What follows belongs to an exercise in optimizing a design on an open flow for small area; a production flow would make more cautious choices.
The RTL was checked by simulation tests, not by an equivalence proof against the original design.
Power is estimated from default activity; no workload was simulated.

== P ==
==> flow/design.v (excerpt) <==
module i2c_ahb_bridge (
    input  wire        clk_i,
    input  wire        rst_ni,
    input  wire        scl_i,
    input  wire        sda_i,
    output wire        sda_oe_o,
    output wire        sda_o,
    output wire        rw_flag_o,
    output wire        wr_vld_o,
    output wire [ 7:0] wr_data_o,
    output wire        rd_vld_o,
    output wire [ 7:0] rd_data_o,
    input  wire [31:0] HRDATA,
    input  wire        HREADYOUT,
    input  wire        HRESP,
    output wire [31:0] HWDATA,
    output wire [31:0] HADDR,
    output wire [25:0] HADDR_26b,
    output wire [ 2:0] HBURST,
    output wire [ 2:0] HSIZE,
    output wire        HWRITE,
    output wire [ 1:0] HTRANS,
    output wire        HMASTLOCK,
    output wire [ 3:0] HPROT,
    output wire        HREADY,
    output wire        HSEL
);
Size: ~1800 cells after synthesis, about 170 I/O pins, ~20000 µm² of cells after synthesis.
Settings: LEC_CHECK=0, CAP_MARGIN=20, CORE_MARGIN=2, CORE_UTILIZATION=40, CTS_BUF_LIST=sky130_fd_sc_hd__clkbuf_4, SLEW_MARGIN=20; clock period 10.0 ns.
run.sh (not shown) runs the stock make flow with config.mk's settings and CLKGATE_MAP_FILE= SYNTH_SCRIPT=/design/flow/synth_recipe.tcl, a recipe that flattens the netlist after the stock synthesis.
Here is what was changed in the inputs of Q compared with P.
- putting CTS_CLUSTER_SIZE at 20 where nothing was set
- swapping sky130_fd_sc_hd__clkbuf_4 for sky130_fd_sc_hd__clkbuf_2 sky130_fd_sc_hd__clkbuf_4 sky130_fd_sc_hd__clkbuf_8 in CTS_BUF_LIST
- Q finished all stages; the layout is clean.
- [Q vs P] met3 routing resource usage after global routing: lower in Q
- Cmp P and Q / combinational cell fraction of total power / lower: Q
- From P to Q, count of buffer and inverter cells on the critical path did not move at all.
- Of P and Q, the higher maximum ir drop on the vdd rail belongs to Q.
- | final cell utilization of the core | Q vs P | 0.19 points higher |
- Q -> P: area after synthesis delta 0, exact match
For R, these inputs were changed with respect to Q:
- a deleted CTS_CLUSTER_SIZE that had been 20
- a deleted CTS_BUF_LIST that had been sky130_fd_sc_hd__clkbuf_2 sky130_fd_sc_hd__clkbuf_4 sky130_fd_sc_hd__clkbuf_8
Findings:
Compared with Q, in R per-cell routed wire length now sits higher; H-tree level count now sits lower; die area shows no meaningful change; utilization has increased.
Comparing R and Q, the higher worst supply voltage drop on vdd is on Q.
Compared to Q, the router laid down less metal wire for R.
Basic-gate share of the synthesized area counting and, or, nand and nor cells across R and Q: no real change.
Non-clock buffer count, R and Q: smaller value in Q
Against Q, final standard cell count with taps included and fillers excluded in R fell slightly.
Net count of the finished layout was lower in the run labelled R.
Every run in the comparison, R and Q, completed the flow with a clean layout.
Compare R and Q | actual slew at the worst max-slew pin higher: Q

========
Another version of the RTL of i2c_ahb_bridge (not shown whole).
Size in the first run: ~170 I/O pins, about 15,000 um^2 of cells after synthesis.
export LEC_CHECK = 0
export CAP_MARGIN = 20
export CORE_MARGIN = 2
export CORE_UTILIZATION = 70
export SLEW_MARGIN = 20
create_clock -name core_clock -period 10.0 [get_ports {clk_i}]
standard.sh (not shown) runs the stock make flow with config.mk's settings and CLKGATE_MAP_FILE= SYNTH_SCRIPT=/design/flow/synth_recipe.tcl, a recipe that flattens the netlist after the stock synthesis.
==> flow/flow/run.sh <==
#!/bin/bash
# The standard layout (standard.sh) with these changes:
#  - synthesis is ORFS's (synth_recipe.tcl, same coarse synthesis, flip-flop
#    mapping, flattening and renaming, so the same registers), but its ABC step
#    uses the area-oriented script flow/abc_area.script and full adders are not
#    extracted (ADDER_MAP_FILE empty): only the combinational gates change;
#  - ports are buffered with sky130_fd_sc_hd__buf_1, the smallest buffer;
#  - clock tree synthesis clusters up to 16 flip-flops within 60 um under one
#    sky130_fd_sc_hd__clkbuf_8 and inserts no dummy loads.
# ORFS writes each step's log under orfs/logs/; make's output goes to
# synth.log and flow.log.
set -euo pipefail
here=$(pwd)
rm -rf "$here/synth_scripts"
cp -r "$FLOW_HOME/scripts" "$here/synth_scripts"
cp "$here/flow/abc_area.script" "$here/synth_scripts/abc_area.script"
bash standard.sh synth ABC_AREA=1 ADDER_MAP_FILE= SCRIPTS_DIR="$here/synth_scripts" > synth.log 2>&1
export BUFFER_PORTS_ARGS="-buffer_cell sky130_fd_sc_hd__buf_1"
export CTS_ARGS="-sink_clustering_enable -sink_clustering_size 16 -sink_clustering_max_diameter 60 -repair_clock_nets -dont_use_dummy_load -buf_list sky130_fd_sc_hd__clkbuf_8"
bash standard.sh > flow.log 2>&1
==> flow/flow/abc_area.script <==
strash
&get -n
&fraig -x
&put
scorr
dc2
strash
&get -n
&dch -f
&nf
&put
Rerun with:
--- a/flow/flow/run.sh
+++ b/flow/flow/run.sh
@@ -7,3 +7,3 @@
 #  - ports are buffered with sky130_fd_sc_hd__buf_1, the smallest buffer;
-#  - clock tree synthesis clusters up to 16 flip-flops within 60 um under one
+#  - clock tree synthesis clusters up to 18 flip-flops within 60 um under one
 #    sky130_fd_sc_hd__clkbuf_8 and inserts no dummy loads.
@@ -18,3 +18,3 @@
 export BUFFER_PORTS_ARGS="-buffer_cell sky130_fd_sc_hd__buf_1"
-export CTS_ARGS="-sink_clustering_enable -sink_clustering_size 16 -sink_clustering_max_diameter 60 -repair_clock_nets -dont_use_dummy_load -buf_list sky130_fd_sc_hd__clkbuf_8"
+export CTS_ARGS="-sink_clustering_enable -sink_clustering_size 18 -sink_clustering_max_diameter 60 -repair_clock_nets -dont_use_dummy_load -buf_list sky130_fd_sc_hd__clkbuf_8"
 bash standard.sh > flow.log 2>&1
==> flow/flow/abc_area.script (replaced) <==
strash
&get -n
&fraig -x
&put
scorr
dc2
strash
dc2
strash
&get -n
&dch -f
&nf -R 1000 -p -C 32 -F 8 -A 4
&put
- CORE_UTILIZATION: 70 -> 40
Effect: Synthesized cell count is higher by about 1%. Clock-buffer cell count increases by 1. Routed wire length rises by about 11%. Power climbs by about 0.7%. Register-to-register slack gets worse by 0.23 ns. Utilization drops by 32 points. Synthesized area falls by about 0.5%. Worst setup slack degrades by 0.14 ns. Final area is higher by about 1.5%.
Rerun with:
--- a/flow/flow/run.sh
+++ b/flow/flow/run.sh
@@ -7,3 +7,3 @@
 #  - ports are buffered with sky130_fd_sc_hd__buf_1, the smallest buffer;
-#  - clock tree synthesis clusters up to 18 flip-flops within 60 um under one
+#  - clock tree synthesis clusters up to 16 flip-flops within 60 um under one
 #    sky130_fd_sc_hd__clkbuf_8 and inserts no dummy loads.
@@ -17,4 +17,5 @@
 bash standard.sh synth ABC_AREA=1 ADDER_MAP_FILE= SCRIPTS_DIR="$here/synth_scripts" > synth.log 2>&1
+export REMOVE_ABC_BUFFERS=1
 export BUFFER_PORTS_ARGS="-buffer_cell sky130_fd_sc_hd__buf_1"
-export CTS_ARGS="-sink_clustering_enable -sink_clustering_size 18 -sink_clustering_max_diameter 60 -repair_clock_nets -dont_use_dummy_load -buf_list sky130_fd_sc_hd__clkbuf_8"
+export CTS_ARGS="-sink_clustering_enable -sink_clustering_size 16 -sink_clustering_max_diameter 60 -repair_clock_nets -dont_use_dummy_load -buf_list sky130_fd_sc_hd__clkbuf_8"
 bash standard.sh > flow.log 2>&1
==> flow/flow/abc_area.script (replaced) <==
strash
&get -n
&fraig -x
&put
scorr
dc2
strash
&get -n
&dch -f
&nf
&put
- GPL_TIMING_DRIVEN: default -> 0
The changed run produced a clean layout; core utilization goes up by 0.54 points; die area goes up by 0.51%; first-iteration DRC count came out lower by about 24%; global-route usage shrinks by 0.22 points; synthesized cell count goes down by about 1%; final area climbs by 1.4%; area after synthesis rose by about 0.5%.

==> separate check: timing with driven ports <==
No port has a modelled driver above. Below, the same layouts with a new extraction and two added sets of constraints.
Step 1 assumes that a clkbuf_16 drives the clock port and a buf_2 every other input.
Step 2 also shifts input and output timing later by t, the mid clock arrival at the registers, as if the neighbouring blocks saw the same clock.
a / b / c = no drivers / after step 1 / after step 2; a / b = the first two.
| run | t, ns | setup slack, ns | worst hold slack (ns) | slew at the worst register clock pin (ns) | pins driven straight from the clock port |
|---|---|---|---|---|---|
| P | 0.911 | 6.045 / 5.991 / 5.725 | 0.403 / 0.403 / 0.403 | 0.08 / 0.08 | 1 |
| Q | 0.700 | 6.251 / 6.201 / 5.734 | 0.404 / 0.404 / 0.404 | 0.07 / 0.07 | 1 |
| R | 0.643 | 6.323 / 6.268 / 5.712 | 0.405 / 0.405 / 0.405 | 0.06 / 0.06 | 1 |
| the first run of note 2 | 0.615 | 6.472 / 6.482 / 5.867 | 0.390 / 0.390 / 0.390 | 0.10 / 0.10 | 1 |
| the second run of note 2 | 0.668 | 6.329 / 6.334 / 5.666 | 0.372 / 0.372 / 0.372 | 0.12 / 0.12 | 1 |
| the third run of note 2 | 0.575 | 6.261 / 6.261 / 5.884 | 0.376 / 0.376 / 0.376 | 0.10 / 0.10 | 1 |
After both steps setup and hold are still met in every run listed. For the second run of note 2, which loses most, drivers alone change the setup slack by +0.005 ns; drivers and shift together by -0.663 ns.
